What follows belongs to an exercise in optimizing a design on an open flow for small area and a short achievable clock period; a production flow would make more cautious choices.
Only simulation tests tie the RTL to the original design; equivalence was not proved.
Power is estimated from default activity; no workload was simulated.

==> flow/design.v, too long to show whole: its modules and the start of the top module <==
// module counter: 2251 lines
// module cnt_grp: 11 lines
// module cnt_nor2: 3 lines
// module cnt_nand2: 3 lines
// module cnt_inv: 3 lines
// module cnt_andn: 3 lines
module counter(out,data,load,reset,clk);
  // ...
==> flow/flow/run.sh <==
#!/bin/bash
export BUFFER_PORTS_ARGS="-buffer_cell sky130_fd_sc_hd__buf_1"
export PLACE_PINS_ARGS="-min_distance 1 -min_distance_in_tracks"
cp standard.sh standard.sh.txt
bash standard.sh > standard.log 2>&1
==> flow/standard.sh <==
#!/bin/bash
# synth_recipe.tcl (not shown) runs the flow's synth.tcl, then flattens the netlist and writes it again
# the make line also repeats each setting of config.mk as NAME=value (left out here)
make -C /OpenROAD-flow-scripts/flow DESIGN_CONFIG=/design/flow/config.mk WORK_HOME=/design/flow/orfs CLKGATE_MAP_FILE= SYNTH_SCRIPT=/design/flow/synth_recipe.tcl "${@:-finish}"
==> flow/config.mk <==
export PLATFORM = sky130hd
export DESIGN_NAME = counter
export DESIGN_NICKNAME = counter
export VERILOG_FILES = /design/flow/design.v
export SDC_FILE = /design/flow/constraint.sdc
export NUM_CORES = 4
export LEC_CHECK = 0
export CAP_MARGIN = 20
export CORE_AREA = 4 4 336 336
export CTS_BUF_LIST = sky130_fd_sc_hd__clkbuf_4 sky130_fd_sc_hd__clkbuf_8
export CTS_CLUSTER_SIZE = 20
export DIE_AREA = 0 0 340 340
export PLACE_DENSITY = 0.6
export SETUP_SLACK_MARGIN = 4.3
export SLEW_MARGIN = 20
export SYNTH_HIERARCHICAL = 1
export SYNTH_MINIMUM_KEEP_SIZE = 0
==> flow/constraint.sdc <==
create_clock -name core_clock -period 7.0 [get_ports {clk}]
set_input_delay 1.4000 -clock core_clock [delete_from_list [all_inputs] [get_ports {clk}]]
set_output_delay 1.4000 -clock core_clock [all_outputs]
set_load 0.01 [all_outputs]
==> impl_metrics.csv, run 1 <==
group,metric,value,unit
run_status,status,"did not finish",
run_status,lastStage,"5_1_grt",
run_status,first-error,"[ERROR GRT-0116] Global routing finished with congestion. Check the congestion regions in the DRC Viewer.",
grt,gr-usage-met1,0.545,
clock_tree,root_buffer,"clkbuf_8",
grt,use_met3,0.304,
clock_tree,cts_buffer_depth,3,
die,start_util,0.457,
clock_tree,postCtsSetupBuffers,1127,
placed_design,pre_cts_ws,3070,ps
yosys,avgSynthCellArea,9.44,um2
grt,grt_use_total,0.520,
die,core.rowCount,121,
clock_tree,cts.sinks,939,
grt,busiest_layer,"met2",
yosys,ys_warn_count,7,
grt,grt-ovfl-total,9,
placed_design,io_buffers,1880,
die,dieWidth,340,um
grt,grt_use_met2,0.733,
clock_tree,holdBufCountCts,0,
die,io_pins,1881,
grt,grt_max_degree,199,
grt,grt_pass1_vias,61092,
yosys,syn-cell-area,0.0499,mm2
placed_design,gp_congestion,1.07,
yosys,syn_inst,5284,
placed_design,place_inst,8674,
placed_design,place_area,0.0593,mm2
==> inputs of run 2 (changes only) <==
==> flow/config.mk (replaced) <==
export PLATFORM = sky130hd
export DESIGN_NAME = counter
export DESIGN_NICKNAME = counter
export VERILOG_FILES = /design/flow/design.v
export SDC_FILE = /design/flow/constraint.sdc
export NUM_CORES = 4
export LEC_CHECK = 0
export CAP_MARGIN = 20
export CORE_AREA = 4 4 296 296
export DIE_AREA = 0 0 300 300
export PLACE_DENSITY = 0.75
export SETUP_SLACK_MARGIN = 4.0
export SLEW_MARGIN = 20
export SYNTH_HIERARCHICAL = 1
export SYNTH_MINIMUM_KEEP_SIZE = 0
==> impl_metrics.csv, run 2 <==
group,metric,value,unit
run_status,status,"did not finish",
run_status,lastStage,"5_1_grt",
run_status,first-error,"[ERROR GRT-0116] Global routing finished with congestion. Check the congestion regions in the DRC Viewer.",
clock_tree,root_buffer,"clkbuf_16",
grt,grt-ovfl-total,4,
yosys,syn_inst,5284,
die,core.rowCount,106,
yosys,syn_nets,6462,
clock_tree,holdBufCountCts,0,
die,io_pins,1881,
placed_design,place_inst,8323,
placed_design,pre_cts_ws,2600,ps
clock_tree,htreeDepth,3,
die,die_h,300,um
placed_design,io_buffers,1880,
placed_design,hpwl,210000,um
yosys,avgSynthCellArea,9.44,um2
die,dieWidth,300,um
grt,grt_use_total,0.599,
die,start_util,0.593,
grt,grt_max_degree,230,
clock_tree,cts_buffers,101,
placed_design,gp_congestion,1.19,
yosys,syn-cell-area,0.0499,mm2
yosys,ys_warn_count,7,
clock_tree,cts.sinks,939,
grt,grt_pass1_vias,53487,
clock_tree,cts_buffer_depth,3,
grt,grt_pass1_wl,384000,um
## run 2: per-layer routing
layer,GRT overflow,global-route usage
met1,0,0.620
met2,3,0.816
met3,0,0.370
met4,1,0.576
met5,0,0.0536
## run 2: timing repair
action | CTS
buffers inserted | 30
pin swaps | 30
resized for setup | 254
endpoints found under the setup margin | 751
gates cloned | 0
## run 2: worst max-delay path by stage
| stage | startpoint | endpoint | slack (ps) | cells past startpoint |
|---|---|---|---|---|
| after floorplan | out[0] | out[892] | 4020 | 13 |
| after detailed placement | out[0] | out[892] | 2600 | 13 |
| after CTS | out[0] | out[884] | 3940 | 13 |
| after global placement | out[0] | out[892] | 2770 | 13 |
## run 2: power by group through the flow
stage	clock network [uW]	registers (uW)	logic (uW)
2_1_floorplan	0	6800	763
3_3_place_gp	0	6630	2410
3_5_place_dp	0	6670	2440
4_1_cts	5530	6580	2480
## run 2: through the flow
step	power, uW	cell area [um2]	utilization
after global placement	9040	58700	0.699
after detailed placement	9110	58700	0.699
after floorplan	7570	49900	-
after CTS	14600	63200	0.751
==> inputs of run 3 (changes only) <==
==> flow/config.mk (replaced) <==
export PLATFORM = sky130hd
export DESIGN_NAME = counter
export DESIGN_NICKNAME = counter
export VERILOG_FILES = /design/flow/design.v
export SDC_FILE = /design/flow/constraint.sdc
export NUM_CORES = 4
export LEC_CHECK = 0
export CAP_MARGIN = 20
export CORE_AREA = 4 4 556 176
export DIE_AREA = 0 0 560 180
export PLACE_DENSITY = 0.7
export SETUP_SLACK_MARGIN = 4.2
export SLEW_MARGIN = 20
export SYNTH_HIERARCHICAL = 1
export SYNTH_MINIMUM_KEEP_SIZE = 0
==> impl_metrics.csv, run 3 <==
group,metric,value,unit
grt,grt_pass1_wl,359000,um
grt,antenna_found_initial,108,
critical_path,ff2ff_setup_slack,3920,ps
timing,finalSetupTns,0,ps
clock_tree,cts_buffers,79,
power_and_ir_drop,powerDensity,205,mW/mm2
run,cap_violations,0,
grt,grt_use_total,0.480,
worst_hold_path,hold_class,"reg -> reg",
power_and_ir_drop,power.internal,9770,uW
finish,layout_common_cells,"buf_1 (1733), dfrtp_1 (863), nor2_1 (814)",
clock_tree,cts_tree,"built",
timing,relSlewSlack,0.193,
timing,slew_viol_final,0,
clock_tree,cts.sinks,939,
grt,grt_pass1_vias,53214,
run_status,status,"no timing/DRC/antenna violations",
worst_hold_path,hold_start,"out[937]",
placed_design,place_inst,8455,
finish,fin_area,0.0707,mm2
clock_tree,insertion_delay,680,ps
clock_tree,holdBufCountCts,0,
finish,area_growth,41.7,%
yosys,syn-cell-area,0.0499,mm2
yosys,syn_inst,5284,
yosys,ys_warn_count,7,
finish,utilization,0.760,
clock_tree,root_buffer,"clkbuf_16",
finish,reg_top3,"out x939",
critical_path,critPathMaxFanout,6,
power_and_ir_drop,power_frac_clock,0.349,
timing,worst-slew-pin-transition,1210,ps
clock_tree,cts_buffer_depth,3,
detailed_routing,postRouteAntennaNets,0,
die,die_h,180,um
critical_path,critPathKind,"reg -> reg",
finish,final_common_cell,"buf_1",
detailed_routing,vias_per_cell,6.18,
finish,drive_above_1_share,0.235,
timing,hold_viol,0,
power_and_ir_drop,leakagePower,0.0278,uW
placed_design,io_buffers,1880,
die,start_util,0.536,
power_and_ir_drop,power.total,14500,uW
placed_design,hpwl,196000,um
worst_hold_path,holdPathStages,2,
power_and_ir_drop,p_seq_frac,0.454,
yosys,syn_nets,6462,
power_and_ir_drop,comb_power_share,0.197,
timing,fmax,0.324,GHz
finish,fin_nets,8971,
placed_design,gp_congestion,1.16,
detailed_routing,dr.pass1.iters,7,
die,dieWidth,560,um
detailed_routing,wl_per_cell,27.9,um
critical_path,startpoint_type,"flip-flop",
power_and_ir_drop,power.share.switching,0.325,
grt,grt-ovfl-total,0,
yosys,avgSynthCellArea,9.44,um2
detailed_routing,drc,0,
finish,regMostFlops,"out",
detailed_routing,drtIter0Drc,7137,
timing,fin_crit_sh,0.441,
detailed_routing,via_count,56815,
worst_hold_path,min_to,"out[937]",
critical_path,worstReg2RegEnd,"out[772]",
grt,grt_max_degree,210,
die,die-area,0.101,mm2
die,io_pins,1881,
finish,largest_register_ffs,939,
power_and_ir_drop,ir_drop,0.175,mV
clock_tree,htreeDepth,3,
critical_path,setup.worst_path.end_class,"flip-flop",
finish,final_cells,9200,
die,core-area,0.0930,mm2
timing,fin_skew,32.6,ps
timing,fin_crit,3080,ps
clock_tree,clk_pin_slew_worst_paths,80,ps
power_and_ir_drop,p_sw,4700,uW
critical_path,crit_required,7560,ps
detailed_routing,wl,257000,um
critical_path,r2r_start,"out[10]",
timing,setup_viol,0,
critical_path,reg2reg_depth,14,
timing,grt_setup_unrepaired,"true",
critical_path,critPathArrivalTime,3640,ps
placed_design,place_area,0.0590,mm2
die,core.rowCount,62,
-- run 3: power by group through the flow --
stage	registers (uW)	logic [uW]	clock network [uW]
final	6570	2850	5060
after floorplan	6800	764	0
after detailed placement	6680	2290	0
after global routing	6630	3000	5300
after CTS	6540	2530	5030
after global placement	6620	2250	0
-- run 3: layout make-up --
| cell class | instances | area, um2 |
|---|---|---|
| Antenna cell | 95 | 238 |
| Clock buffer | 101 | 2220 |
| Clock inverter | 44 | 578 |
| Fill cell | 6755 | 22400 |
| Inverter | 140 | 546 |
| Multi-Input combinational cell | 4205 | 29700 |
| Sequential cell | 939 | 23600 |
| Tap cell | 1248 | 1560 |
| Timing Repair Buffer | 2428 | 12200 |
-- run 3: layer usage --
metal,vias to the layer above,part of all wire,track usage
met5,-,0.0031,0.0523
met4,62,0.091,0.351
met3,1514,0.15,0.272
met2,4198,0.40,0.643
met1,27525,0.36,0.567
li1,23516,-,-
-- run 3: what timing repair did --
item / in CTS / in global routing
gates resized for setup: 780 / 603
pin swaps: 168 / 239
endpoints found under the setup margin: 932 / 816
setup buffers: 267 / 238
-- run 3: through the flow --
stage | hold slack [ps] | setup WS, ps
after global routing | 639 | 3870
after CTS | 616 | 4120
after floorplan | 519 | 4190
after detailed placement | 497 | 2490
final | 624 | 3920
after global placement | 480 | 2430
-- run 3: how the worst max path moves through the flow --
stage	from	end	slack, ps	cells after the start
finish	out[10]	out[772]	3920	14
global route	out[16]	out[107]	3870	19
CTS	out[51]	out[932]	4120	14
detailed placement	out[0]	out[492]	2490	11
global placement	out[433]	out[676]	2430	12
floorplan	out[0]	out[900]	4190	13
-- run 3: worst max-delay path, cell delays in order (launching register included) --
cell     delay [ps]
dfrtp_1         420
nand4_1         240
nor2_4          180
buf_4           150
nand2_8          80
nor2_4          250
nand2_4         170
nor2_4          330
buf_4           190
nand2_4          80
inv_1            70
nand2_2         130
nor2_2          170
ha_1            240
mux2_2          260
==> inputs of run 4 (changes only) <==
--- a/flow/config.mk
+++ b/flow/config.mk
@@ -9,7 +9,7 @@
 export CORE_AREA = 4 4 556 176
 export DIE_AREA = 0 0 560 180
 export PLACE_DENSITY = 0.7
-export SETUP_SLACK_MARGIN = 4.2
+export SETUP_SLACK_MARGIN = 3.8
 export SLEW_MARGIN = 20
 export SYNTH_HIERARCHICAL = 1
 export SYNTH_MINIMUM_KEEP_SIZE = 0
==> impl_metrics.csv, run 4 <==
group,metric,value,unit
timing,slew_viol_final,0,
yosys,avgSynthCellArea,9.44,um2
die,start_util,0.536,
yosys,syn_nets,6462,
timing,worst-slew-pin-transition,1140,ps
finish,final_cells,8751,
clock_tree,root_buffer,"clkbuf_16",
grt,antenna_found_initial,100,
grt,grt_pass1_vias,50310,
power_and_ir_drop,powerDensity,212,mW/mm2
placed_design,io_buffers,1880,
placed_design,hpwl,194000,um
critical_path,crit_required,7540,ps
yosys,ys_warn_count,7,
detailed_routing,drtIter0Drc,6174,
finish,fillers,7730,
run_status,status,"no timing/DRC/antenna violations",
clock_tree,insertion_delay,670,ps
clock_tree,cts_buffer_depth,3,
timing,fin_crit,3340,ps
critical_path,reg2reg_depth,13,
critical_path,critPathArrivalTime,3880,ps
worst_hold_path,holdPathStages,1,
power_and_ir_drop,leakagePower,0.0239,uW
run,cap_violations,0,
clock_tree,holdBufCountCts,0,
finish,final_common_cell,"buf_1",
critical_path,setup.worst_path.end_class,"flip-flop",
power_and_ir_drop,ir_drop,0.158,mV
critical_path,crit_slowest_cell,"dfrtp_1",
detailed_routing,postRouteAntennaNets,0,
placed_design,gp_congestion,1.16,
timing,layout_setup_ws,3660,ps
clock_tree,cts_tree,"built",
critical_path,crit_family,"simple AND/OR/NAND/NOR gates",
grt,grt_use_total,0.455,
timing,hold_viol,0,
clock_tree,clk_pin_slew_worst_paths,80,ps
finish,reg_top3,"out x939",
detailed_routing,wl,241000,um
critical_path,slowest_delay,430,ps
die,die-area,0.101,mm2
timing,fin_skew,26.0,ps
timing,finalSetupTns,0,ps
timing,setup_viol,0,
die,core.rowCount,62,
critical_path,path_cells,"nand4_1 > nor2_4 > nand2_1 > nor2_1 > nand2_1 > nor2_4 > nand2_4 > nor2_4 > buf_4 > inv_1 > nor2_1 > ha_1 > mux2_2",
finish,largest_register_ffs,939,
grt,grt_pass1_wl,341000,um
yosys,syn-cell-area,0.0499,mm2
timing,fmax,0.299,GHz
grt,grt_max_degree,212,
timing,relSlewSlack,0.239,
timing,worst_hold_slack,507,ps
clock_tree,cts_buffers,76,
placed_design,place_inst,8452,
detailed_routing,drc,0,
worst_hold_path,hold_class,"reg -> reg",
clock_tree,htreeDepth,3,
placed_design,pre_cts_ws,2130,ps
grt,grt-ovfl-total,0,
critical_path,critPathKind,"reg -> reg",
critical_path,crit_buf_inv,2,
detailed_routing,via_count,53810,
finish,area_growth,28.6,%
finish,fin_nets,8532,
die,dieWidth,560,um
critical_path,critPathMaxFanout,6,
detailed_routing,vias_per_cell,6.15,
finish,layout_common_cells,"buf_1 (1878), nor2_1 (995), dfrtp_1 (933)",
die,io_pins,1881,
detailed_routing,dr.pass1.iters,9,
critical_path,path_common_cell,"nor2_4",
finish,regMostFlops,"out",
die,die_h,180,um
timing,grt_setup_unrepaired,"true",
critical_path,startpoint_type,"flip-flop",
die,core-area,0.0930,mm2
finish,drive_above_1_share,0.110,
timing,fin_crit_sh,0.477,
clock_tree,cts.sinks,939,
finish,utilization,0.690,
critical_path,path_depth,13,
yosys,syn_inst,5284,
detailed_routing,wl_per_cell,27.6,um
run 4: final timing paths:
kind | start | endpoint | slack [ps]
max in group asynchronous | reset | out[891] | 4690
min reg2reg | out[0] | out[0] | 510
min | out[0] | out[0] | 510
min in group asynchronous | reset | out[542] | 780
max | out[128] | out[396] | 3660
max reg2reg | out[128] | out[396] | 3660
run 4: per-layer routing:
layer	global-route usage	vias up	wire length [um]
li1	-	22602	-
met1	0.559	26223	89100
met2	0.612	3687	97600
met3	0.230	1254	32500
met4	0.334	44	21100
met5	0.0111	-	995
run 4: area by class of cell:
| type | count | area [um2] | share of cell area |
|---|---|---|---|
| antenna | 93 | 233 | 0.00363 |
| clock buffer | 103 | 2160 | 0.0336 |
| clock inverter | 31 | 323 | 0.00503 |
| inverter | 140 | 529 | 0.00825 |
| multi-input combinational | 4205 | 27400 | 0.428 |
| sequential | 939 | 23500 | 0.366 |
| tap | 1248 | 1560 | 0.0243 |
| timing repair buffer | 1992 | 8420 | 0.131 |
run 4: timing repair:
item | in CTS | in global routing
resized for setup | 261 | 231
endpoints found under the setup margin | 828 | 443
buffers inserted | 32 | 40
pin swaps | 23 | 56
run 4: where the power goes:
part / switching (uW) / internal (uW)
combinational: 1520 / 873
sequential: 693 / 5920
clock: 2240 / 2370
run 4: per-stage QoR:
step / total power, uW / cell area [um2]
2_1_floorplan: 7570 / 49900
3_3_place_gp: 8870 / 59000
3_5_place_dp: 8960 / 59000
4_1_cts: 13500 / 62700
5_1_grt: 14100 / 64100
6_report: 13600 / 64200
run 4: worst register-to-register path: stages, from the launching register on:
cell	delay, ps
dfrtp_1	430
nand4_1	230
nor2_4	360
nand2_1	160
nor2_1	160
nand2_1	140
nor2_4	290
nand2_4	190
nor2_4	270
buf_4	200
inv_1	50
nor2_1	200
ha_1	270
mux2_2	260
==> inputs of run 5 (changes only) <==
--- a/flow/config.mk
+++ b/flow/config.mk
@@ -9,7 +9,7 @@
 export CORE_AREA = 4 4 556 176
 export DIE_AREA = 0 0 560 180
 export PLACE_DENSITY = 0.7
-export SETUP_SLACK_MARGIN = 3.8
+export SETUP_SLACK_MARGIN = 4.0
 export SLEW_MARGIN = 20
 export SYNTH_HIERARCHICAL = 1
 export SYNTH_MINIMUM_KEEP_SIZE = 0
==> impl_metrics.csv, run 5 <==
group,metric,value,unit
timing,relSlewSlack,0.241,
finish,regMostFlops,"out",
yosys,syn_inst,5284,
timing,fin_skew,35.6,ps
finish,drive_above_1_share,0.159,
grt,antenna_found_initial,113,
critical_path,critPathMaxFanout,5,
placed_design,place_inst,8456,
power_and_ir_drop,ir_drop,0.167,mV
finish,final_cells,8883,
clock_tree,cts.sinks,939,
timing,fin_crit,3160,ps
finish,area_growth,33.2,%
clock_tree,htreeDepth,3,
critical_path,path_cells,"nand4_1 > nor2_4 > buf_12 > buf_12 > nand2_2 > nor2_4 > nand2_2 > nor2_4 > nand2_4 > nor2_4 > nand2_4 > nor2_4 > ha_1 > mux2_2",
run_status,status,"no timing/DRC/antenna violations",
timing,hold_viol,0,
placed_design,gp_congestion,1.20,
yosys,syn-cell-area,0.0499,mm2
critical_path,path_common_cell,"nor2_4",
placed_design,io_buffers,1880,
die,die_h,180,um
finish,fin_area,0.0664,mm2
grt,grt-ovfl-total,0,
power_and_ir_drop,leakagePower,0.0251,uW
timing,grt_setup_unrepaired,"true",
finish,fillers,7573,
die,dieWidth,560,um
finish,largest_register_ffs,939,
placed_design,hpwl,194000,um
run,cap_violations,0,
yosys,avgSynthCellArea,9.44,um2
power_and_ir_drop,power.total,13900,uW
detailed_routing,vias_per_cell,6.15,
die,core.rowCount,62,
die,die-area,0.101,mm2
critical_path,crit_required,7550,ps
clock_tree,root_buffer,"clkbuf_16",
clock_tree,insertion_delay,680,ps
timing,finalSetupTns,0,ps
worst_hold_path,hold_class,"reg -> reg",
detailed_routing,dr.pass1.iters,10,
power_and_ir_drop,powerDensity,209,mW/mm2
yosys,ys_warn_count,7,
timing,fin_crit_sh,0.451,
grt,grt_pass1_vias,50788,
clock_tree,clk_pin_slew_worst_paths,80,ps
detailed_routing,wl,245000,um
grt,grt_use_total,0.460,
critical_path,critPathKind,"reg -> reg",
timing,worst-slew-pin-transition,1140,ps
detailed_routing,via_count,54602,
die,core-area,0.0930,mm2
critical_path,critPathArrivalTime,3710,ps
grt,grt_max_degree,212,
clock_tree,cts_tree,"built",
clock_tree,cts_buffer_depth,3,
critical_path,setup.worst_path.end_class,"flip-flop",
finish,reg_top3,"out x939",
timing,setup_viol,0,
detailed_routing,drtIter0Drc,6420,
placed_design,place_area,0.0590,mm2
detailed_routing,postRouteAntennaNets,0,
clock_tree,cts_buffers,78,
die,io_pins,1881,
placed_design,pre_cts_ws,2270,ps
critical_path,startpoint_type,"flip-flop",
die,start_util,0.536,
detailed_routing,wl_per_cell,27.5,um
critical_path,crit_slowest_cell,"dfrtp_1",
finish,final_common_cell,"buf_1",
yosys,syn_nets,6462,
finish,layout_common_cells,"buf_1 (1878), nor2_1 (873), dfrtp_1 (872)",
critical_path,crit_family,"simple AND/OR/NAND/NOR gates",
detailed_routing,drc,0,
critical_path,crit_buf_inv,2,
timing,layout_setup_ws,3840,ps
timing,fmax,0.317,GHz
grt,grt_pass1_wl,343000,um
finish,fin_nets,8647,
timing,slew_viol_final,0,
clock_tree,holdBufCountCts,0,
critical_path,slowest_delay,410,ps
run 5: routing by layer:
metal	global-route usage	part of all wire	vias up
li1	-	-	22852
met1	0.553	0.36	26570
met3	0.240	0.14	1357
met5	0.0352	0.0030	-
met4	0.355	0.093	40
met2	0.614	0.41	3783
run 5: what timing repair did:
item / in CTS / in global routing
setup buffers: 61 / 120
setup endpoints to repair: 825 / 530
resized for setup: 439 / 437
pin swaps: 62 / 150
run 5: path summary, 6_finish.rpt:
check | start | endpoint | slack [ps] | depth (start not counted)
min in group asynchronous | reset | out[2] | 850 | 1
worst min register to register | out[0] | out[0] | 570 | 2
worst max register to register | out[432] | out[676] | 3840 | 14
max in group asynchronous | reset | out[84] | 4270 | 3
worst max-delay path | out[432] | out[676] | 3840 | 14
worst min-delay path | out[0] | out[0] | 570 | 2
run 5: area by class of cell:
class / count / area [um2] / area share
clock inverters: 35 / 419 / 0.00631
repair buffers: 2105 / 9370 / 0.141
flip-flops and latches: 939 / 23600 / 0.355
well taps: 1248 / 1560 / 0.0235
inverters: 140 / 536 / 0.00806
multi-input cells: 4205 / 28500 / 0.429
clock buffers: 107 / 2200 / 0.0332
diodes: 104 / 260 / 0.00392
run 5: power breakdown:
part | total, uW | internal [uW] | switching, uW
Sequential | 6620 | 5930 | 692
Clock | 4790 | 2520 | 2270
Combinational | 2480 | 919 | 1560
run 5: tightest hold or removal path, stage by stage (launching register included):
cell and delay (ps):
dfrtp_1 360, buf_4 120, mux2i_1 60
run 5: through the flow:
| stage | util | hold WS (ps) |
|---|---|---|
| after floorplan | - | 519 |
| after global placement | 0.634 | 468 |
| after detailed placement | 0.634 | 488 |
| after CTS | 0.686 | 500 |
| after global routing | 0.714 | 582 |
| final | 0.714 | 573 |
==> inputs of run 6 (changes only) <==
--- a/flow/config.mk
+++ b/flow/config.mk
@@ -7,9 +7,12 @@
 export LEC_CHECK = 0
 export CAP_MARGIN = 20
 export CORE_AREA = 4 4 556 176
+export CTS_CLUSTER_DIAMETER = 60
+export CTS_CLUSTER_SIZE = 20
 export DIE_AREA = 0 0 560 180
 export PLACE_DENSITY = 0.7
 export SETUP_SLACK_MARGIN = 4.0
 export SLEW_MARGIN = 20
 export SYNTH_HIERARCHICAL = 1
 export SYNTH_MINIMUM_KEEP_SIZE = 0
+export TNS_END_PERCENT = 10
==> impl_metrics.csv, run 6 <==
group,metric,value,unit
clock_tree,cts_tree,"built",
yosys,syn-cell-area,0.0499,mm2
clock_tree,cts_buffer_depth,3,
finish,drive_above_1_share,0.144,
critical_path,crit_buf_inv,0,
worst_hold_path,hold_class,"reg -> reg",
power_and_ir_drop,powerDensity,192,mW/mm2
critical_path,crit_required,7570,ps
yosys,syn_nets,6462,
die,core-area,0.0930,mm2
critical_path,path_cells,"nand4_1 > nor2_2 > nand2_1 > nor2_2 > nand2_1 > nor2_2 > nand2_1 > nor2_2 > nand2_4 > nor2_2 > ha_1 > mux2_2",
grt,grt-ovfl-total,0,
critical_path,startpoint_type,"flip-flop",
grt,grt_use_total,0.454,
critical_path,crit_slowest_cell,"dfrtp_1",
detailed_routing,via_count,53852,
timing,hold_viol,0,
run_status,status,"no timing/DRC/antenna violations",
timing,fin_crit,3120,ps
timing,fin_crit_sh,0.446,
yosys,ys_warn_count,7,
timing,slew_viol_final,0,
power_and_ir_drop,power.internal,8200,uW
clock_tree,root_buffer,"clkbuf_16",
timing,relSlewSlack,0.198,
finish,layout_common_cells,"buf_1 (1878), nor2_1 (907), dfrtp_1 (865)",
timing,finalSetupTns,0,ps
finish,final_common_cell,"buf_1",
finish,regMostFlops,"out",
die,core.rowCount,62,
die,die-area,0.101,mm2
clock_tree,clk_pin_slew_worst_paths,90,ps
die,io_pins,1881,
detailed_routing,wl,241000,um
die,dieWidth,560,um
critical_path,critPathKind,"reg -> reg",
critical_path,path_common_cell,"nor2_2",
finish,final_cells,8794,
clock_tree,cts_buffers,52,
timing,grt_setup_unrepaired,"true",
die,start_util,0.536,
power_and_ir_drop,power_frac_clock,0.267,
critical_path,critPathArrivalTime,3690,ps
detailed_routing,drc,0,
critical_path,setup.worst_path.end_class,"flip-flop",
finish,fin_nets,8616,
yosys,avgSynthCellArea,9.44,um2
detailed_routing,dr.pass1.iters,10,
detailed_routing,vias_per_cell,6.12,
timing,worst-slew-pin-transition,1200,ps
critical_path,crit_family,"simple AND/OR/NAND/NOR gates",
clock_tree,htreeDepth,2,
grt,grt_pass1_wl,340000,um
grt,grt_pass1_vias,50424,
clock_tree,insertion_delay,690,ps
clock_tree,holdBufCountCts,0,
detailed_routing,wl_per_cell,27.4,um
grt,antenna_found_initial,112,
timing,fmax,0.320,GHz
yosys,syn_inst,5284,
finish,area_growth,29.7,%
power_and_ir_drop,p_seq_frac,0.533,
placed_design,hpwl,194000,um
finish,largest_register_ffs,939,
critical_path,critPathMaxFanout,5,
grt,grt_max_degree,212,
detailed_routing,drtIter0Drc,5800,
power_and_ir_drop,power.total,12400,uW
placed_design,place_inst,8456,
power_and_ir_drop,leakagePower,0.0242,uW
power_and_ir_drop,comb_power_share,0.200,
placed_design,io_buffers,1880,
power_and_ir_drop,p_sw,4200,uW
placed_design,gp_congestion,1.20,
timing,setup_viol,0,
finish,reg_top3,"out x939",
power_and_ir_drop,ir_drop,0.180,mV
run,cap_violations,0,
critical_path,slowest_delay,450,ps
timing,fin_skew,35.3,ps
clock_tree,cts.sinks,939,
die,die_h,180,um
power_and_ir_drop,power.share.switching,0.339,
detailed_routing,postRouteAntennaNets,0,
[run 6: stage by stage]
step	setup slack [ps]	hold slack, ps	area, um2	util
floorplan	4020	519	49900	-
finish	3880	574	64700	0.696
global route	3850	584	64700	0.695
CTS	3930	502	62200	0.669
global placement	2490	468	59000	0.634
detailed placement	2270	488	59000	0.634
[run 6: final timing paths]
path | from | to | slack (ps) | cells past startpoint
max reg2reg | out[745] | out[780] | 3880 | 12
min | out[0] | out[0] | 570 | 2
min in group asynchronous | reset | out[2] | 810 | 1
max in group asynchronous | reset | out[529] | 4330 | 3
min reg2reg | out[0] | out[0] | 570 | 2
max | out[745] | out[780] | 3880 | 12
[run 6: worst reg2reg max path, stage by stage (launching register included)]
cell and delay, ps:
dfrtp_1 450, nand4_1 190, nor2_2 250, nand2_1 270
nor2_2 270, nand2_1 120, nor2_2 260, nand2_1 180
nor2_2 200, nand2_4 150, nor2_2 170, ha_1 240
mux2_2 250
[run 6: layout make-up]
class / instances / area, um2
inverter: 140 / 533
timing repair buffer: 2100 / 9290
fill: 7851 / 28300
multi-input combinational: 4205 / 28100
sequential: 939 / 23600
antenna: 108 / 270
clock buffer: 54 / 1330
tap: 1248 / 1560
[run 6: repair_timing]
item                                    4_1_cts  5_1_grt
pin swaps                                    47      125
endpoints found under the setup margin      822      555
resized for setup                           388      389
buffers inserted                             54      122
[run 6: layer usage]
metal / up-vias / part of all wire / GRT usage
li1: 22729 / - / -
met1: 26257 / 0.36 / 0.547
met2: 3571 / 0.40 / 0.604
met3: 1257 / 0.14 / 0.234
met4: 38 / 0.092 / 0.355
met5: - / 0.0045 / 0.0583
[run 6: power groups by stage]
stage          Sequential (uW)  Combinational, uW  Clock [uW]
3_5_place_dp              6680               2280           0
2_1_floorplan             6800                763           0
4_1_cts                   6580               2330        3300
5_1_grt                   6680               2630        3520
3_3_place_gp              6630               2250           0
6_report                  6610               2490        3310
==> inputs of run 7 (changes only) <==
==> flow/config.mk (replaced) <==
export PLATFORM = sky130hd
export DESIGN_NAME = counter
export DESIGN_NICKNAME = counter
export VERILOG_FILES = /design/flow/design.v
export SDC_FILE = /design/flow/constraint.sdc
export NUM_CORES = 4
export LEC_CHECK = 0
export CAP_MARGIN = 10
export CORE_AREA = 4 4 556 176
export CTS_CLUSTER_DIAMETER = 60
export CTS_CLUSTER_SIZE = 20
export DIE_AREA = 0 0 560 180
export PLACE_DENSITY = 0.7
export SETUP_SLACK_MARGIN = 4.0
export SLEW_MARGIN = 10
export SYNTH_HIERARCHICAL = 1
export SYNTH_MINIMUM_KEEP_SIZE = 0
==> impl_metrics.csv, run 7 <==
group,metric,value,unit
worst_hold_path,holdPathStages,2,
finish,area_growth,30.3,%
critical_path,slowest_delay,440,ps
critical_path,path_common_cell,"nor2_1",
clock_tree,cts.sinks,939,
grt,grt_use_total,0.454,
clock_tree,cts_tree,"built",
detailed_routing,wl,242000,um
critical_path,path_cells,"nand4_1 > nor2_1 > nand2_1 > nor2_1 > nand2_1 > nor2_1 > nand2_2 > nor2_1 > nand2_4 > nor2_2 > ha_1 > mux2_2",
finish,fin_nets,8623,
die,die_h,180,um
detailed_routing,drtIter0Drc,6071,
timing,setup_viol,0,
critical_path,r2r_start,"out[717]",
detailed_routing,wl_per_cell,27.5,um
die,dieWidth,560,um
timing,fin_crit_sh,0.441,
placed_design,hpwl,194000,um
grt,grt_pass1_wl,340000,um
power_and_ir_drop,p_seq_frac,0.532,
die,start_util,0.536,
timing,fin_crit,3090,ps
worst_hold_path,hold_class,"reg -> reg",
finish,drive_above_1_share,0.148,
run_status,status,"no timing/DRC/antenna violations",
run,cap_violations,0,
critical_path,reg2reg_depth,12,
power_and_ir_drop,power_frac_clock,0.267,
detailed_routing,postRouteAntennaNets,0,
yosys,avgSynthCellArea,9.44,um2
clock_tree,insertion_delay,700,ps
worst_hold_path,min_to,"out[249]",
worst_hold_path,hold_start,"out[249]",
power_and_ir_drop,comb_power_share,0.201,
critical_path,critPathMaxFanout,5,
die,io_pins,1881,
power_and_ir_drop,ir_drop,0.180,mV
detailed_routing,dr.pass1.iters,7,
yosys,syn-cell-area,0.0499,mm2
finish,fillers,7811,
placed_design,io_buffers,1880,
timing,worst-slew-pin-transition,1220,ps
critical_path,crit_required,7560,ps
detailed_routing,drc,0,
grt,grt_use_met2,0.606,
finish,largest_register_ffs,939,
timing,relSlewSlack,0.185,
finish,regMostFlops,"out",
clock_tree,clk_pin_slew_worst_paths,100,ps
clock_tree,holdBufCountCts,0,
clock_tree,cts_buffers,52,
power_and_ir_drop,leakagePower,0.0243,uW
yosys,syn_nets,6462,
placed_design,gp_congestion,1.20,
clock_tree,cts_buffer_depth,3,
grt,use_met3,0.228,
yosys,ys_warn_count,7,
die,core.rowCount,62,
timing,slew_viol_final,0,
die,core-area,0.0930,mm2
critical_path,critPathKind,"reg -> reg",
critical_path,crit_slowest_cell,"dfrtp_1",
timing,grt_setup_unrepaired,"true",
critical_path,ff2ff_setup_slack,3910,ps
timing,hold_viol,0,
finish,reg_top3,"out x939",
power_and_ir_drop,power.share.switching,0.339,
power_and_ir_drop,powerDensity,191,mW/mm2
finish,layout_common_cells,"buf_1 (1878), nor2_1 (890), dfrtp_1 (870)",
die,die-area,0.101,mm2
clock_tree,root_buffer,"clkbuf_16",
yosys,syn_inst,5284,
timing,fin_skew,39.8,ps
critical_path,critPathArrivalTime,3650,ps
detailed_routing,via_count,53874,
grt,grt-ovfl-total,0,
grt,gr-usage-met1,0.550,
grt,antenna_found_initial,111,
critical_path,worstReg2RegEnd,"out[788]",
grt,busiest_layer,"met2",
grt,grt_max_degree,212,
power_and_ir_drop,power.internal,8210,uW
timing,finalSetupTns,0,ps
critical_path,startpoint_type,"flip-flop",
clock_tree,htreeDepth,2,
grt,grt_pass1_vias,50422,
timing,worst_hold_slack,624,ps
power_and_ir_drop,p_sw,4210,uW
detailed_routing,vias_per_cell,6.13,
placed_design,place_area,0.0590,mm2
timing,fmax,0.324,GHz
critical_path,setup.worst_path.end_class,"flip-flop",
finish,final_common_cell,"buf_1",
finish,fin_area,0.0650,mm2
-- run 7: timing repair --
action	4_1_cts	5_1_grt
pin swaps	56	138
endpoints found under the setup margin	822	498
setup buffers	66	117
resized for setup	440	390
-- run 7: power by group through the flow --
stage,sequential [uW],clock (uW),combinational [uW]
2_1_floorplan,6800,0,763
6_report,6610,3310,2490
3_3_place_gp,6630,0,2250
5_1_grt,6690,3540,2630
3_5_place_dp,6680,0,2280
4_1_cts,6580,3300,2340
-- run 7: per-layer routing --
layer,up-vias,part of all wire
met5,-,0.0056
met4,56,0.092
met3,1281,0.13
met2,3559,0.41
met1,26257,0.37
li1,22721,-
-- run 7: worst max-delay path by stage --
| stage | startpoint | endpoint | slack [ps] | depth (start not counted) |
|---|---|---|---|---|
| CTS | out[424] | out[676] | 3940 | 13 |
| detailed placement | out[0] | out[508] | 2270 | 13 |
| global placement | out[0] | out[500] | 2490 | 13 |
| finish | out[717] | out[788] | 3910 | 12 |
| global route | out[240] | out[820] | 3880 | 12 |
| floorplan | out[0] | out[892] | 4020 | 13 |
-- run 7: metrics by stage --
step | util | power [uW] | cells | worst slack [ps]
finish | 0.699 | 12400 | 8794 | 3910
global route | 0.698 | 12900 | 8781 | 3880
CTS | 0.672 | 12200 | 8576 | 3940
detailed placement | 0.634 | 8960 | 8456 | 2270
global placement | 0.634 | 8870 | 8456 | 2490
floorplan | - | 7570 | 5284 | 4020
-- run 7: cell type report --
cell class | count | area, um2 | area share
clock buffer | 54 | 1330 | 0.0205
inverter | 140 | 533 | 0.00820
tap | 1248 | 1560 | 0.0240
sequential | 939 | 23600 | 0.363
timing repair buffer | 2107 | 9370 | 0.144
multi-input combinational | 4205 | 28400 | 0.436
antenna | 101 | 253 | 0.00389
-- run 7: critical path, delay by kind of cell (launching register included) --
kind          cells  cell delay, ps
mux               1             260
fa+ha+maj         1             250
flops             1             440
simple gates     10            2010
==> inputs of run 8 (changes only) <==
==> flow/config.mk (replaced) <==
export PLATFORM = sky130hd
export DESIGN_NAME = counter
export DESIGN_NICKNAME = counter
export VERILOG_FILES = /design/flow/design.v
export SDC_FILE = /design/flow/constraint.sdc
export NUM_CORES = 4
export LEC_CHECK = 0
export CAP_MARGIN = 20
export CORE_AREA = 4 4 556 176
export CTS_CLUSTER_DIAMETER = 60
export CTS_CLUSTER_SIZE = 20
export DIE_AREA = 0 0 560 180
export PLACE_DENSITY = 0.6
export SETUP_SLACK_MARGIN = 4.0
export SLEW_MARGIN = 20
export SYNTH_HIERARCHICAL = 1
export SYNTH_MINIMUM_KEEP_SIZE = 0
==> impl_metrics.csv, run 8 <==
group,metric,value,unit
timing,hold_viol,0,
die,dieWidth,560,um
power_and_ir_drop,ir_drop,0.183,mV
finish,fin_nets,8608,
clock_tree,cts_buffers,52,
placed_design,pre_cts_ws,2210,ps
power_and_ir_drop,powerDensity,189,mW/mm2
timing,fin_skew,23.0,ps
critical_path,critPathArrivalTime,3660,ps
timing,relSlewSlack,0.286,
clock_tree,cts_buffer_depth,3,
placed_design,io_buffers,1880,
critical_path,critPathKind,"reg -> reg",
timing,fin_crit_sh,0.443,
timing,fmax,0.323,GHz
timing,setup_viol,0,
timing,grt_setup_unrepaired,"true",
detailed_routing,wl,221000,um
finish,final_common_cell,"buf_1",
die,core-area,0.0930,mm2
grt,antenna_found_initial,123,
grt,grt_pass1_wl,311000,um
finish,area_growth,30.0,%
timing,finalSetupTns,0,ps
worst_hold_path,hold_class,"reg -> reg",
die,core.rowCount,62,
worst_hold_path,holdPathStages,1,
detailed_routing,wl_per_cell,25.1,um
critical_path,critPathMaxFanout,4,
clock_tree,clk_pin_slew_worst_paths,100,ps
die,start_util,0.536,
grt,grt_pass1_vias,48957,
finish,drive_above_1_share,0.142,
clock_tree,holdBufCountCts,0,
finish,largest_register_ffs,939,
run,cap_violations,0,
critical_path,reg2reg_depth,13,
die,die-area,0.101,mm2
clock_tree,insertion_delay,670,ps
clock_tree,cts.sinks,939,
clock_tree,root_buffer,"clkbuf_16",
power_and_ir_drop,leakagePower,0.0242,uW
timing,fin_crit,3100,ps
critical_path,crit_required,7560,ps
grt,grt_max_degree,178,
yosys,syn_inst,5284,
yosys,ys_warn_count,7,
placed_design,hpwl,173000,um
finish,reg_top3,"out x939",
die,io_pins,1881,
finish,regMostFlops,"out",
yosys,syn_nets,6462,
timing,slew_viol_final,0,
placed_design,gp_congestion,1.05,
timing,layout_setup_ws,3900,ps
die,die_h,180,um
run_status,status,"no timing/DRC/antenna violations",
detailed_routing,via_count,52029,
detailed_routing,postRouteAntennaNets,0,
grt,grt-ovfl-total,0,
detailed_routing,vias_per_cell,5.92,
yosys,avgSynthCellArea,9.44,um2
detailed_routing,drtIter0Drc,4939,
critical_path,startpoint_type,"flip-flop",
finish,layout_common_cells,"buf_1 (1875), nor2_1 (899), dfrtp_1 (886)",
detailed_routing,dr.pass1.iters,6,
clock_tree,cts_tree,"built",
timing,worst-slew-pin-transition,1070,ps
clock_tree,htreeDepth,2,
detailed_routing,drc,0,
yosys,syn-cell-area,0.0499,mm2
grt,grt_use_total,0.413,
critical_path,setup.worst_path.end_class,"flip-flop",
## run 8: cell count changes in the layout (fill, tap and decap cells not counted), sizes merged
cell,delta
inv,+1
clkinvlp,-1
buf,-17
clkbuf,+2
diode,+11
## run 8: through the flow
step / cells / hold slack [ps] / util / area, um2 / power [uW]
2_1_floorplan: 5284 / 519 / - / 49900 / 7570
3_3_place_gp: 8451 / 472 / 0.633 / 58900 / 8790
3_5_place_dp: 8451 / 481 / 0.633 / 58900 / 8880
4_1_cts: 8572 / 504 / 0.670 / 62300 / 12100
5_1_grt: 8779 / 578 / 0.697 / 64800 / 12700
6_report: 8790 / 539 / 0.697 / 64900 / 12200
## run 8: per-layer routing
layer	vias up	routed length, um	part of all wire	track usage
met1	25213	79000	0.36	0.482
met4	44	21400	0.097	0.345
met2	2933	94700	0.43	0.593
li1	22754	-	-	-
met3	1085	25000	0.11	0.172
met5	-	492	0.0022	0
## run 8: where the power goes
| part | internal [uW] | total, uW | switching (uW) |
|---|---|---|---|
| combinational | 911 | 2390 | 1480 |
| clock | 1350 | 3250 | 1910 |
| sequential | 5930 | 6590 | 662 |
| total | 8190 | 12200 | 4040 |
## run 8: final timing paths
path	from	end	slack, ps
worst min register to register	out[0]	out[0]	540
worst max-delay path	out[425]	out[660]	3900
min in group asynchronous	reset	out[105]	870
worst max register to register	out[425]	out[660]	3900
max in group asynchronous	reset	out[113]	4240
worst min-delay path	out[0]	out[0]	540
## run 8: repair_timing
action                                  CTS  global route
cloned                                    0             0
resized for setup                       394           404
setup buffers                            67           106
pin swaps                                53           129
hold endpoints to repair                  0             0
endpoints found under the setup margin  832           570
## run 8: layout make-up
class / count / area [um2]
Multi-Input combinational cell: 4205 / 28300
Fill cell: 7854 / 28200
Sequential cell: 939 / 23600
Timing Repair Buffer: 2092 / 9270
Tap cell: 1248 / 1560
Clock buffer: 54 / 1330
Inverter: 140 / 529
Antenna cell: 112 / 280
## run 8: worst max-delay path, stage by stage (launching register included)
cell     delay (ps)
dfrtp_1         410
nand4_1         230
nor2_4          180
buf_12          150
nand2_1         140
nor2_4          170
nand2_2         160
nor2_4          270
nand2_4         160
nor2_4          220
nand2_1         180
nor2_2          180
ha_1            240
mux2_2          260
==> inputs of run 9 (changes only) <==
--- a/flow/config.mk
+++ b/flow/config.mk
@@ -8,7 +8,7 @@
 export CAP_MARGIN = 20
 export CORE_AREA = 4 4 556 176
 export CTS_CLUSTER_DIAMETER = 60
-export CTS_CLUSTER_SIZE = 20
+export CTS_CLUSTER_SIZE = 24
 export DIE_AREA = 0 0 560 180
 export PLACE_DENSITY = 0.6
 export SETUP_SLACK_MARGIN = 4.0
==> impl_metrics.csv, run 9 <==
group,metric,value,unit
clock_tree,cts.sinks,939,
timing,hold_viol,0,
clock_tree,clk_pin_slew_worst_paths,100,ps
timing,fin_skew,22.6,ps
critical_path,ff2ff_setup_slack,3900,ps
timing,relSlewSlack,0.283,
run,cap_violations,0,
placed_design,place_inst,8451,
grt,grt_pass1_vias,48963,
finish,reg_top3,"out x939",
timing,fmax,0.322,GHz
timing,setup_viol,0,
finish,seqCellArea,0.0236,mm2
clock_tree,cts_buffer_depth,3,
timing,fin_crit,3100,ps
yosys,avgSynthCellArea,9.44,um2
detailed_routing,wl,221000,um
die,die_h,180,um
timing,layout_setup_ws,3900,ps
placed_design,io_buffers,1880,
clock_tree,root_buffer,"clkbuf_16",
critical_path,critPathMaxFanout,4,
detailed_routing,vias_per_cell,5.91,
detailed_routing,drtIter0Drc,5058,
yosys,syn_inst,5284,
critical_path,crit_required,7550,ps
finish,final_cells,8814,
finish,area_growth,30.0,%
placed_design,hpwl,173000,um
yosys,syn_nets,6462,
finish,largest_register_ffs,939,
worst_hold_path,hold_class,"reg -> reg",
detailed_routing,dr.pass1.iters,6,
finish,fin_nets,8625,
finish,regMostFlops,"out",
clock_tree,cts_tree,"built",
critical_path,setup.worst_path.end_class,"flip-flop",
die,start_util,0.536,
detailed_routing,drc,0,
power_and_ir_drop,powerDensity,186,mW/mm2
power_and_ir_drop,leakagePower,0.0242,uW
die,core-area,0.0930,mm2
detailed_routing,postRouteAntennaNets,0,
finish,drive_above_1_share,0.143,
die,core.rowCount,62,
placed_design,pre_cts_ws,2210,ps
finish,multi_input_area,0.0283,mm2
critical_path,critPathKind,"reg -> reg",
grt,antenna_found_initial,127,
die,die-area,0.101,mm2
timing,finalSetupTns,0,ps
placed_design,gp_congestion,1.05,
clock_tree,insertion_delay,660,ps
grt,grt-ovfl-total,0,
grt,grt_max_degree,178,
yosys,ys_warn_count,7,
grt,grt_pass1_wl,312000,um
timing,grt_setup_unrepaired,"true",
yosys,syn-cell-area,0.0499,mm2
finish,layout_common_cells,"buf_1 (1875), nor2_1 (896), dfrtp_1 (886)",
die,dieWidth,560,um
die,io_pins,1881,
clock_tree,cts_buffers,45,
finish,final_common_cell,"buf_1",
timing,slew_viol_final,0,
finish,fillers,7849,
run_status,status,"no timing/DRC/antenna violations",
power_and_ir_drop,ir_drop,0.142,mV
detailed_routing,wl_per_cell,25.1,um
timing,worst_hold_slack,617,ps
timing,worst-slew-pin-transition,1070,ps
critical_path,startpoint_type,"flip-flop",
clock_tree,htreeDepth,2,
detailed_routing,via_count,52057,
timing,fin_crit_sh,0.443,
grt,grt_use_total,0.413,
critical_path,critPathArrivalTime,3650,ps
[run 9: cell count changes in the layout (fill, tap and decap cells not counted), sizes merged]
cell	change
buf	+24
bufinv	+1
clkbuf	-9
clkinvlp	+2
diode	+5
inv	+1
[run 9: metrics by stage]
stage                util  total power [uW]  area, um2
CTS                 0.670             11900      62300
detailed placement  0.633              8880      58900
finish              0.697             12100      64800
floorplan               -              7570      49900
global route        0.697             12600      64800
global placement    0.633              8790      58900
[run 9: layout make-up]
cell class | instances | area share
Timing Repair Buffer | 2116 | 0.145
Inverter | 140 | 0.00816
Multi-Input combinational cell | 4205 | 0.436
Clock inverter | 4 | 0.000830
Antenna cell | 117 | 0.00452
Sequential cell | 939 | 0.364
Clock buffer | 45 | 0.0174
Tap cell | 1248 | 0.0241
[run 9: where the power goes]
part	switching, uW	leakage [uW]	internal, uW
Sequential	662	0.0105	5930
Combinational	1480	0.0131	924
Clock	1880	0.000574	1200
[run 9: routing by layer]
metal  wire length [um]  vias up  share of wire  GRT usage
li1                   -    22745              -          -
met1              79900    25325           0.36      0.482
met2              95800     2901           0.43      0.594
met3              24200     1048           0.11      0.171
met4              20500       38          0.093      0.345
met5                487        -         0.0022          0
[run 9: timing repair]
action	CTS	global route
endpoints found under the hold margin	0	0
pin swaps	62	127
hold buffers	0	0
buffers inserted	82	115
resized for setup	401	387
setup endpoints to repair	833	557
[run 9: final timing paths]
path / startpoint / to / cells past startpoint
min in group asynchronous: reset / out[581] / 1
min: out[249] / out[249] / 2
max: out[147] / out[908] / 13
max in group asynchronous: reset / out[113] / 3
min reg2reg: out[249] / out[249] / 2
max reg2reg: out[147] / out[908] / 13
[run 9: critical path, stage by stage (launching register included)]
cell and delay [ps]:
dfrtp_1 400, nand4_1 190, nor2_4 270, buf_4 160, nand2_1 80, nor2_1 210, nand2_1 170, nor2_2 190
nand2_1 170, nor2_4 230, nand2_2 210, nor2_2 190, ha_1 250, mux2_2 270
==> inputs of run 10 (changes only) <==
--- a/flow/config.mk
+++ b/flow/config.mk
@@ -8,9 +8,9 @@
 export CAP_MARGIN = 20
 export CORE_AREA = 4 4 556 176
 export CTS_CLUSTER_DIAMETER = 60
-export CTS_CLUSTER_SIZE = 24
+export CTS_CLUSTER_SIZE = 20
 export DIE_AREA = 0 0 560 180
-export PLACE_DENSITY = 0.6
+export PLACE_DENSITY = 0.45
 export SETUP_SLACK_MARGIN = 4.0
 export SLEW_MARGIN = 20
 export SYNTH_HIERARCHICAL = 1
==> impl_metrics.csv, run 10 <==
group,metric,value,unit
clock_tree,clk_pin_slew_worst_paths,90,ps
critical_path,crit_slowest_cell,"dfrtp_1",
die,start_util,0.536,
finish,reg_top3,"out x939",
critical_path,crit_required,7560,ps
detailed_routing,drtIter0Drc,4680,
timing,hold_viol,0,
run_status,status,"no timing/DRC/antenna violations",
grt,grt_use_met2,0.594,
finish,utilization,0.694,
timing,fin_crit_sh,0.436,
power_and_ir_drop,ir_drop,0.170,mV
finish,layout_common_cells,"buf_1 (1877), nor2_1 (926), dfrtp_1 (878)",
die,die-area,0.101,mm2
detailed_routing,wl_per_cell,24.6,um
finish,drive_above_1_share,0.135,
yosys,syn_inst,5284,
die,io_pins,1881,
timing,fin_crit,3050,ps
die,core.rowCount,62,
critical_path,slowest_delay,440,ps
placed_design,hpwl,172000,um
grt,gr-usage-met1,0.471,
worst_hold_path,hold_class,"reg -> reg",
power_and_ir_drop,powerDensity,189,mW/mm2
yosys,ys_warn_count,7,
detailed_routing,dr.pass1.iters,6,
placed_design,io_buffers,1880,
timing,relSlewSlack,0.206,
finish,largest_register_ffs,939,
critical_path,worstReg2RegEnd,"out[936]",
detailed_routing,drc,0,
timing,finalSetupTns,0,ps
worst_hold_path,min_to,"out[938]",
finish,fin_nets,8595,
timing,fmax,0.327,GHz
clock_tree,cts_tree,"built",
grt,use_met3,0.156,
critical_path,startpoint_type,"flip-flop",
placed_design,gp_congestion,1.03,
grt,grt_pass1_vias,48859,
clock_tree,cts_buffers,52,
timing,setup_viol,0,
grt,grt-ovfl-total,0,
timing,slew_viol_final,0,
clock_tree,cts.sinks,939,
worst_hold_path,holdPathStages,2,
run,cap_violations,0,
timing,fin_skew,39.5,ps
grt,grt_max_degree,224,
worst_hold_path,hold_start,"out[938]",
finish,final_common_cell,"buf_1",
power_and_ir_drop,leakagePower,0.0239,uW
grt,antenna_found_initial,136,
yosys,syn_nets,6462,
critical_path,critPathArrivalTime,3610,ps
grt,busiest_layer,"met2",
critical_path,ff2ff_setup_slack,3950,ps
finish,multi_input_area,0.0281,mm2
finish,seqCellArea,0.0236,mm2
clock_tree,htreeDepth,2,
timing,grt_setup_unrepaired,"true",
timing,worst_hold_slack,616,ps
critical_path,path_cells,"nand4_1 > nor2_4 > nand2_1 > nor2_1 > nand2_1 > nor2_2 > nand2_1 > nor2_4 > nand2_1 > inv_1 > ha_1 > mux2_2",
detailed_routing,vias_per_cell,5.84,
yosys,syn-cell-area,0.0499,mm2
yosys,avgSynthCellArea,9.44,um2
clock_tree,cts_buffer_depth,3,
clock_tree,root_buffer,"clkbuf_16",
critical_path,r2r_start,"out[777]",
grt,grt_use_total,0.405,
die,dieWidth,560,um
detailed_routing,via_count,51346,
die,core-area,0.0930,mm2
critical_path,critPathKind,"reg -> reg",
timing,worst-slew-pin-transition,1190,ps
critical_path,reg2reg_depth,12,
clock_tree,insertion_delay,680,ps
finish,regMostFlops,"out",
detailed_routing,postRouteAntennaNets,0,
critical_path,critPathMaxFanout,5,
grt,grt_pass1_wl,307000,um
die,die_h,180,um
clock_tree,holdBufCountCts,0,
detailed_routing,wl,216000,um
critical_path,path_common_cell,"nand2_1",
finish,area_growth,29.5,%
critical_path,setup.worst_path.end_class,"flip-flop",
finish,fillers,7769,
==> run 10: critical path, delay by kind of cell (launching register included) <==
| kind | cells | cell delay, ps |
|---|---|---|
| mux | 1 | 260 |
| buf+inv | 1 | 90 |
| flops | 1 | 440 |
| fa+ha+maj | 1 | 220 |
| simple gates | 9 | 1940 |
==> run 10: layout make-up <==
cell class                 count  share of cell area
multi-input combinational   4205               0.435
sequential                   939               0.365
antenna                      130             0.00504
clock buffer                  54              0.0206
timing repair buffer        2079               0.142
inverter                     140             0.00829
tap                         1248              0.0242
==> run 10: worst max path at each step <==
stage,from,end,slack (ps),depth (start not counted)
2_1_floorplan,out[0],out[892],4020,13
3_3_place_gp,out[0],out[508],2320,13
3_5_place_dp,out[0],out[508],2230,13
4_1_cts,out[129],out[492],3960,12
5_1_grt,out[176],out[308],3890,13
6_report,out[777],out[936],3950,12
==> run 10: per-layer routing <==
| layer | part of all wire | wire, um | up-vias |
|---|---|---|---|
| met4 | 0.097 | 20900 | 26 |
| met5 | 0.0016 | 353 | - |
| met2 | 0.44 | 94500 | 2741 |
| met1 | 0.36 | 76900 | 24860 |
| met3 | 0.11 | 23600 | 1032 |
| li1 | - | - | 22687 |
==> run 10: per-stage QoR <==
step | cells | instance area (um2) | total power [uW] | setup WS [ps]
final | 8795 | 64600 | 12200 | 3950
after global routing | 8786 | 64600 | 12700 | 3890
after CTS | 8563 | 62300 | 12100 | 3960
after detailed placement | 8453 | 59000 | 8880 | 2230
after global placement | 8453 | 59000 | 8790 | 2320
after floorplan | 5284 | 49900 | 7570 | 4020
==> run 10: power breakdown <==
| part | leakage (uW) | switching, uW | internal [uW] | total (uW) |
|---|---|---|---|---|
| sequential | 0.0105 | 663 | 5930 | 6590 |
| clock | 0.000655 | 1910 | 1350 | 3260 |
| combinational | 0.0128 | 1460 | 911 | 2370 |
==> run 10: what timing repair did <==
action | in CTS | in global routing
buffers inserted | 56 | 101
pin swaps | 55 | 139
resized for setup | 394 | 342
endpoints found under the setup margin | 833 | 509
==> inputs of run 11 (changes only) <==
--- a/flow/config.mk
+++ b/flow/config.mk
@@ -10,7 +10,7 @@
 export CTS_CLUSTER_DIAMETER = 60
 export CTS_CLUSTER_SIZE = 20
 export DIE_AREA = 0 0 560 180
-export PLACE_DENSITY = 0.45
+export PLACE_DENSITY = 0.4
 export SETUP_SLACK_MARGIN = 4.0
 export SLEW_MARGIN = 20
 export SYNTH_HIERARCHICAL = 1
==> impl_metrics.csv, run 11 <==
group,metric,value,unit
critical_path,path_cells,"nand4_1 > nor2_4 > nand2_1 > nor2_1 > nand2_1 > nor2_2 > nand2_1 > nor2_4 > nand2_1 > inv_1 > ha_1 > mux2_2",
timing,relSlewSlack,0.206,
finish,fillers,7769,
critical_path,ff2ff_setup_slack,3950,ps
placed_design,hpwl,172000,um
finish,multi_input_area,0.0281,mm2
finish,utilization,0.694,
clock_tree,cts_buffers,52,
die,io_pins,1881,
timing,slew_viol_final,0,
detailed_routing,dr.pass1.iters,6,
grt,antenna_found_initial,136,
yosys,ys_warn_count,7,
clock_tree,insertion_delay,680,ps
yosys,syn-cell-area,0.0499,mm2
die,core-area,0.0930,mm2
critical_path,crit_buf_inv,1,
yosys,avgSynthCellArea,9.44,um2
detailed_routing,wl,216000,um
detailed_routing,postRouteAntennaNets,0,
critical_path,r2r_start,"out[777]",
clock_tree,root_buffer,"clkbuf_16",
detailed_routing,dr.max_layer_used,"met5",
placed_design,io_buffers,1880,
critical_path,worstReg2RegEnd,"out[936]",
die,start_util,0.536,
die,dieWidth,560,um
timing,finalSetupTns,0,ps
worst_hold_path,hold_class,"reg -> reg",
critical_path,path_common_cell,"nand2_1",
clock_tree,cts.sinks,939,
finish,layout_common_cells,"buf_1 (1877), nor2_1 (926), dfrtp_1 (878)",
timing,setup_viol,0,
run,cap_violations,0,
timing,worst-slew-pin-transition,1190,ps
detailed_routing,drtIter0Drc,4680,
grt,grt-ovfl-total,0,
grt,grt_use_total,0.405,
critical_path,critPathKind,"reg -> reg",
finish,area_growth,29.5,%
finish,drive_above_1_share,0.135,
detailed_routing,wl_per_cell,24.6,um
timing,hold_viol,0,
clock_tree,cts_tree,"built",
die,die-area,0.101,mm2
finish,final_common_cell,"buf_1",
die,core.rowCount,62,
yosys,syn_nets,6462,
finish,reg_top3,"out x939",
power_and_ir_drop,ir_drop,0.170,mV
grt,grt_pass1_wl,307000,um
critical_path,critical_path.startpoint,"out[777]",
detailed_routing,drc,0,
clock_tree,cts_buffer_depth,3,
critical_path,path_depth,12,
finish,largest_register_ffs,939,
detailed_routing,wl_met3,23600,um
critical_path,setup.worst_path.end_class,"flip-flop",
run_status,status,"no timing/DRC/antenna violations",
timing,fin_crit_sh,0.436,
power_and_ir_drop,powerDensity,189,mW/mm2
placed_design,gp_congestion,1.03,
grt,grt_max_degree,224,
detailed_routing,met1_length,76900,um
critical_path,crit_slowest_cell,"dfrtp_1",
grt,grt_pass1_vias,48859,
clock_tree,clk_pin_slew_worst_paths,90,ps
timing,fin_skew,39.5,ps
yosys,syn_inst,5284,
detailed_routing,vias_per_cell,5.84,
timing,fmax,0.327,GHz
critical_path,crit_required,7560,ps
die,die_h,180,um
clock_tree,htreeDepth,2,
finish,seqCellArea,0.0236,mm2
power_and_ir_drop,power.total,12200,uW
detailed_routing,wl_met2,94500,um
critical_path,slowest_delay,440,ps
finish,fin_nets,8595,
critical_path,critPathArrivalTime,3610,ps
timing,fin_crit,3050,ps
power_and_ir_drop,leakagePower,0.0239,uW
critical_path,reg2reg_depth,12,
clock_tree,holdBufCountCts,0,
finish,regMostFlops,"out",
critical_path,critPathMaxFanout,5,
critical_path,startpoint_type,"flip-flop",
detailed_routing,via_count,51346,
placed_design,pre_cts_ws,2230,ps
critical_path,crit_end,"out[936]",
critical_path,crit_family,"simple AND/OR/NAND/NOR gates",
timing,grt_setup_unrepaired,"true",
timing,layout_setup_ws,3950,ps
-- run 11: worst min-delay path by stage --
| stage | from | end | slack [ps] | cells past startpoint |
|---|---|---|---|---|
| 6_report | out[938] | out[938] | 620 | 2 |
| 5_1_grt | out[545] | out[545] | 650 | 2 |
| 4_1_cts | out[0] | out[0] | 520 | 1 |
| 3_5_place_dp | out[0] | out[0] | 500 | 1 |
| 3_3_place_gp | out[0] | out[0] | 480 | 1 |
| 2_1_floorplan | out[0] | out[0] | 520 | 1 |
-- run 11: cell type report --
| type | instances | area share |
|---|---|---|
| Clock buffer | 54 | 0.0206 |
| Sequential cell | 939 | 0.365 |
| Inverter | 140 | 0.00829 |
| Antenna cell | 130 | 0.00504 |
| Multi-Input combinational cell | 4205 | 0.435 |
| Timing Repair Buffer | 2079 | 0.142 |
| Tap cell | 1248 | 0.0242 |
-- run 11: per-layer routing --
layer	vias to the layer above	track usage
li1	22687	-
met4	26	0.342
met2	2741	0.594
met3	1032	0.156
met5	-	0
met1	24860	0.471
-- run 11: repair_timing --
| item | CTS | global route |
|---|---|---|
| endpoints found under the setup margin | 833 | 509 |
| pin swaps | 55 | 139 |
| gates resized for setup | 394 | 342 |
| setup buffers | 56 | 101 |
-- run 11: stage by stage --
step / area [um2] / std cells / hold slack, ps
4_1_cts: 62300 / 8563 / 516
2_1_floorplan: 49900 / 5284 / 519
3_3_place_gp: 59000 / 8453 / 479
6_report: 64600 / 8795 / 616
3_5_place_dp: 59000 / 8453 / 503
5_1_grt: 64600 / 8786 / 653
-- run 11: worst min-delay path: cells and delay by family (launching register included) --
family	cells	cell delay, ps
compound gates	1	80
xor+xnor	1	140
flops	1	370
-- run 11: power by group --
part           switching, uW  internal, uW
Clock                   1910          1350
Sequential               663          5930
Combinational           1460           911
Total                   4030          8190
==> inputs of run 12 (changes only) <==
--- a/flow/config.mk
+++ b/flow/config.mk
@@ -10,7 +10,7 @@
 export CTS_CLUSTER_DIAMETER = 60
 export CTS_CLUSTER_SIZE = 20
 export DIE_AREA = 0 0 560 180
-export PLACE_DENSITY = 0.4
+export PLACE_DENSITY = 0.7
 export SETUP_SLACK_MARGIN = 4.0
 export SLEW_MARGIN = 20
 export SYNTH_HIERARCHICAL = 1
==> impl_metrics.csv, run 12 <==
group,metric,value,unit
placed_design,hpwl,194000,um
critical_path,path_common_cell,"nor2_1",
timing,relSlewSlack,0.185,
power_and_ir_drop,ir_drop,0.180,mV
grt,grt_pass1_vias,50422,
die,die_h,180,um
worst_hold_path,holdPathStages,2,
finish,utilization,0.699,
finish,area_growth,30.3,%
detailed_routing,postRouteAntennaNets,0,
critical_path,startpoint_type,"flip-flop",
detailed_routing,dr.pass1.iters,7,
grt,grt_pass1_wl,340000,um
clock_tree,holdBufCountCts,0,
clock_tree,cts_buffers,52,
timing,fmax,0.324,GHz
finish,fillers,7811,
finish,fin_nets,8623,
clock_tree,insertion_delay,700,ps
critical_path,critPathArrivalTime,3650,ps
timing,slew_viol_final,0,
power_and_ir_drop,power.total,12400,uW
finish,largest_register_ffs,939,
grt,antenna_found_initial,111,
timing,worst_hold_slack,624,ps
finish,regMostFlops,"out",
die,die-area,0.101,mm2
timing,grt_setup_unrepaired,"true",
yosys,ys_warn_count,7,
die,core.rowCount,62,
power_and_ir_drop,powerDensity,191,mW/mm2
finish,reg_top3,"out x939",
finish,final_common_cell,"buf_1",
yosys,syn-cell-area,0.0499,mm2
run_status,status,"no timing/DRC/antenna violations",
timing,finalSetupTns,0,ps
grt,grt-ovfl-total,0,
detailed_routing,wl,242000,um
critical_path,critPathMaxFanout,5,
critical_path,crit_slowest_cell,"dfrtp_1",
yosys,avgSynthCellArea,9.44,um2
critical_path,crit_required,7560,ps
worst_hold_path,hold_class,"reg -> reg",
finish,drive_above_1_share,0.148,
critical_path,critPathKind,"reg -> reg",
placed_design,place_inst,8456,
die,dieWidth,560,um
timing,worst-slew-pin-transition,1220,ps
finish,final_cells,8794,
placed_design,gp_congestion,1.20,
die,core-area,0.0930,mm2
run,cap_violations,0,
clock_tree,cts_buffer_depth,3,
clock_tree,root_buffer,"clkbuf_16",
detailed_routing,drtIter0Drc,6071,
critical_path,slowest_delay,440,ps
grt,grt_max_degree,212,
timing,setup_viol,0,
yosys,syn_inst,5284,
clock_tree,cts_tree,"built",
grt,grt_use_total,0.454,
timing,fin_crit_sh,0.441,
critical_path,path_cells,"nand4_1 > nor2_1 > nand2_1 > nor2_1 > nand2_1 > nor2_1 > nand2_2 > nor2_1 > nand2_4 > nor2_2 > ha_1 > mux2_2",
critical_path,reg2reg_depth,12,
timing,hold_viol,0,
clock_tree,htreeDepth,2,
clock_tree,cts.sinks,939,
detailed_routing,drc,0,
yosys,syn_nets,6462,
timing,fin_skew,39.8,ps
timing,fin_crit,3090,ps
finish,layout_common_cells,"buf_1 (1878), nor2_1 (890), dfrtp_1 (870)",
die,io_pins,1881,
clock_tree,clk_pin_slew_worst_paths,100,ps
die,start_util,0.536,
detailed_routing,via_count,53874,
detailed_routing,wl_per_cell,27.5,um
detailed_routing,vias_per_cell,6.13,
power_and_ir_drop,leakagePower,0.0243,uW
placed_design,io_buffers,1880,
critical_path,setup.worst_path.end_class,"flip-flop",
## run 12: routing by layer
| layer | track usage | vias up | wire (um) |
|---|---|---|---|
| met5 | 0.0606 | - | 1350 |
| met4 | 0.350 | 56 | 22100 |
| met3 | 0.228 | 1281 | 31900 |
| met2 | 0.606 | 3559 | 98100 |
| met1 | 0.550 | 26257 | 88400 |
| li1 | - | 22721 | - |
## run 12: final cells by class
class | count | area, um2 | share of cell area
Inverter | 140 | 533 | 0.00820
Multi-Input combinational cell | 4205 | 28400 | 0.436
Tap cell | 1248 | 1560 | 0.0240
Sequential cell | 939 | 23600 | 0.363
Clock buffer | 54 | 1330 | 0.0205
Timing Repair Buffer | 2107 | 9370 | 0.144
Antenna cell | 101 | 253 | 0.00389
## run 12: metrics by stage
| step | area, um2 | setup slack (ps) |
|---|---|---|
| 2_1_floorplan | 49900 | 4020 |
| 3_3_place_gp | 59000 | 2490 |
| 3_5_place_dp | 59000 | 2270 |
| 4_1_cts | 62500 | 3940 |
| 5_1_grt | 65000 | 3880 |
| 6_report | 65000 | 3910 |
## run 12: power breakdown
| part | internal [uW] | switching [uW] |
|---|---|---|
| Combinational | 930 | 1560 |
| Clock | 1350 | 1970 |
| Sequential | 5930 | 684 |
| Total | 8210 | 4210 |
## run 12: critical path, delay by kind of cell (launching register included)
kind          cells  cell delay, ps
fa+ha+maj         1             250
simple gates     10            2010
mux               1             260
flops             1             440
## run 12: timing repair
item	4_1_cts	5_1_grt
buffers inserted	66	117
pin swaps	56	138
cloned	0	0
gates resized for setup	440	390
endpoints found under the setup margin	822	498
## run 12: worst paths after layout
| check | endpoint | slack, ps | start |
|---|---|---|---|
| worst min register to register | out[249] | 620 | out[249] |
| max in group asynchronous | out[84] | 4340 | reset |
| worst max-delay path | out[788] | 3910 | out[717] |
| worst min-delay path | out[249] | 620 | out[249] |
| min in group asynchronous | out[0] | 820 | reset |
| worst max register to register | out[788] | 3910 | out[717] |

-- what the ideal ports hide --
No port has a modelled driver above. Below, the same layouts with a new extraction and two added sets of constraints.
Step 1 assumes that a clkbuf_16 drives the clock port and a buf_2 every other input.
Step 2 times the ports against the registers' clock, not the clock port: input delays grow and output delays shrink by t, the midpoint of the rising clock arrivals with the driver on.
a / b / c = ideal / step 1 / step 2; a / b = the first two.
run | t (ns) | setup slack, ns | worst register clock-pin slew, ns | worst data-port slew with drivers (ns) | pins driven straight from the clock port
run 3 | 0.758 | 3.916 / 3.916 / 3.681 | 0.09 / 0.09 | 0.34 | 1
run 4 | 0.747 | 3.659 / 3.659 / 3.284 | 0.08 / 0.08 | 0.22 | 1
run 5 | 0.750 | 3.840 / 3.840 / 3.346 | 0.08 / 0.08 | 0.27 | 1
run 6 | 0.764 | 3.876 / 3.876 / 3.261 | 0.11 / 0.11 | 0.22 | 1
run 7 | 0.766 | 3.914 / 3.914 / 3.219 | 0.11 / 0.11 | 0.28 | 1
run 8 | 0.756 | 3.901 / 3.901 / 3.418 | 0.10 / 0.10 | 0.22 | 1
run 9 | 0.738 | 3.899 / 3.899 / 3.417 | 0.11 / 0.11 | 0.27 | 1
run 10 | 0.755 | 3.946 / 3.946 / 3.328 | 0.10 / 0.10 | 0.14 | 1
run 11 | 0.755 | 3.946 / 3.946 / 3.328 | 0.10 / 0.10 | 0.14 | 1
run 12 | 0.766 | 3.914 / 3.914 / 3.219 | 0.11 / 0.11 | 0.28 | 1
After both steps setup and hold are still met in every run listed.
